This design comes from an exercise in tuning for small area and a short achievable clock period on the open sky130 flow, not from production work.
In this exercise RTL edits were held to simulation tests only and were not proved equivalent to the original.

==> v29: inputs <==
## multiply
module multiply(
    input wire clk,
    input wire resetn,
    input wire[31:0] A,
    input wire[31:0] B,
    input wire sign,
    output wire[63:0] result
);
    wire one0;
    wire two0;
    wire neg0;
    wire one0_1;
    wire two0_1;
    wire neg0_1;
    wire pp0_0;
    wire pp0_1;
    wire pp0_2;
    wire pp0_3;
    wire pp0_4;
    wire pp0_5;
    wire pp0_6;
    wire pp0_7;
    wire pp0_8;
    wire pp0_9;
    wire pp0_10;
    wire pp0_11;
    wire pp0_12;
    wire pp0_13;
    wire pp0_14;
    wire pp0_15;
    wire pp0_16;
    wire pp0_17;
    wire pp0_18;
    wire pp0_19;
    wire pp0_20;
    wire pp0_21;
    wire pp0_22;
    wire pp0_23;
    wire pp0_24;
    wire pp0_25;
    wire pp0_26;
    wire pp0_27;
    wire pp0_28;
    wire pp0_29;
    wire pp0_30;
    wire pp0_31;
    wire pp0_32;
    wire pp0_33;
    wire one1;
    wire two1;
    wire neg1;
    wire one1_1;
    wire two1_1;
    wire neg1_1;
    wire pp1_0;
    wire pp1_1;
    wire pp1_2;
    wire pp1_3;
    wire pp1_4;
    wire pp1_5;
    wire pp1_6;
    wire pp1_7;
    wire pp1_8;
    wire pp1_9;
    wire pp1_10;
    wire pp1_11;
    wire pp1_12;
    wire pp1_13;
    wire pp1_14;
    wire pp1_15;
    wire pp1_16;
    wire pp1_17;
    wire pp1_18;
    wire pp1_19;
    wire pp1_20;
    wire pp1_21;
    wire pp1_22;
    wire pp1_23;
    wire pp1_24;
    wire pp1_25;
    wire pp1_26;
    wire pp1_27;
    wire pp1_28;
    wire pp1_29;
    wire pp1_30;
    wire pp1_31;
    wire pp1_32;
    wire pp1_33;
    wire one2;
    wire two2;
    wire neg2;
    wire one2_1;
    wire two2_1;
    wire neg2_1;
    wire pp2_0;
    wire pp2_1;
    wire pp2_2;
    wire pp2_3;
    wire pp2_4;
    wire pp2_5;
    wire pp2_6;
    wire pp2_7;
  ...
export LEC_CHECK = 0
export CAP_MARGIN = 20
export CORE_MARGIN = 2
export CORE_UTILIZATION = 55
export PLACE_DENSITY = 0.68
export SETUP_SLACK_MARGIN = 1.75
export SLEW_MARGIN = 20
export SYNTH_HIERARCHICAL = 1
create_clock -name core_clock -period 6.5 [get_ports {clk}]
standard.sh (not shown) runs the stock make flow with config.mk's settings and CLKGATE_MAP_FILE= SYNTH_SCRIPT=/design/flow/synth_recipe.tcl, a recipe that flattens the netlist after the stock synthesis.
==> flow/flow/run.sh <==
#!/bin/bash
# Own layout flow: the standard synthesis, then every combinational cell set to
# its smallest drive strength (registers untouched), then the standard layout,
# whose repair steps size cells up again where timing needs it.
set -euo pipefail
here=$(pwd)
res=$here/orfs/results/$FLOW_PLATFORM/multiply/base
bash standard.sh synth > $here/log_synth.txt 2>&1
cp $res/1_2_yosys.v $here/1_2_yosys.orig.v
python3 $here/flow/downsize.py $FLOW_HOME/platforms/$FLOW_PLATFORM/lib/sky130_fd_sc_hd__tt_025C_1v80.lib \
    $here/1_2_yosys.orig.v $res/1_2_yosys.v > $here/log_downsize.txt 2>&1
# make the netlist newer than its sources so only the later steps rerun
touch $res/1_2_yosys.v $res/1_2_yosys.sdc
bash standard.sh "BUFFER_PORTS_ARGS=-buffer_cell sky130_fd_sc_hd__buf_1" finish > $here/log_layout.txt 2>&1
==> flow/flow/downsize.py <==
#!/usr/bin/env python3
"""Set each combinational cell of a mapped netlist to the smallest drive strength
of its kind that the library has (registers and special cells untouched)."""
import re, sys
lib, src, dst = sys.argv[1:4]
cells = set(re.findall(r'cell\s*\(\s*"?(sky130_fd_sc_hd__\w+)"?\s*\)', open(lib).read()))
keep = re.compile(r'sky130_fd_sc_hd__(df|edf|sdf|sedf|dl|conb|clk|tap|fill|decap|diode|probe|lpflow)')
text = open(src).read()
count = {}
def repl(m):
    name = m.group(0)
    if keep.match(name):
        return name
    mm = re.match(r'(sky130_fd_sc_hd__\w+?)_(\d+)$', name)
    if not mm:
        return name
    base, size = mm.group(1), int(mm.group(2))
    for s in (1,):
        cand = f"{base}_{s}"
        if s < size and cand in cells:
            count[name] = count.get(name, 0) + 1
            return cand
    return name
out = re.sub(r'sky130_fd_sc_hd__\w+', repl, text)
open(dst, 'w').write(out)
for k, v in sorted(count.items(), key=lambda x: -x[1]):
    print(k, v)
==> v31 (differences from v29) <==
Settings changed: CORE_UTILIZATION 55 to 45, PLACE_DENSITY 0.68 to 0.6.
==> summary.txt <==
status finished clean; Post-CTS Setup Repair Bufs 9; first-pass GRT wire length 135,700 µm; Signal buffers 286; Buf/Inv on CP 5; critical path depth 16; CP arrival 3.53 ns
the above is filed under v29

==> summary.txt <==
met2 usage 47.32%; Signal buffers 275; first-pass GRT wire length 139,500 µm; # DRC 0; status finished clean; post-layout worst setup margin 1.815 ns; Buf/Inv on CP 6; met2 WL 42,010 µm; final max-slew violation count 0; critical path depth 17; Post-CTS Setup Repair Bufs 12; Synth warnings 7; Metal-1 WL 35,710 µm
the above is filed under v31

==> what the ideal ports hide <==
How much do the figures lean on ideal ports? The routed layouts below were timed once more, with nothing changed but the port constraints. Step 1 sets driving cells, clkbuf_16 on the clock port and buf_2 on the other inputs (assumed; they add their load-dependent delay and slew). Step 2 moves the port delays by t, midway between the first and last clock arrival at a register: inputs arrive t later, outputs are due t later. That takes back most of the time a late clock gives input paths. a / b / c = ideal ports / drivers / drivers and shift; a / b = the first two.
run | shift t [ns] | setup WS [ns] | hold WS [ns] | worst slew at a driven data input, ns
v29 | 0.556 | 1.673 / 1.613 / 1.244 | 1.385 / 1.347 / 1.720 | 0.09
v31 | 0.556 | 1.815 / 1.753 / 1.344 | 1.354 / 1.331 / 1.715 | 0.12
After both steps setup and hold are still met in every run listed. For v31, which loses most, drivers alone change the setup slack by -0.062 ns; drivers and shift together by -0.471 ns.
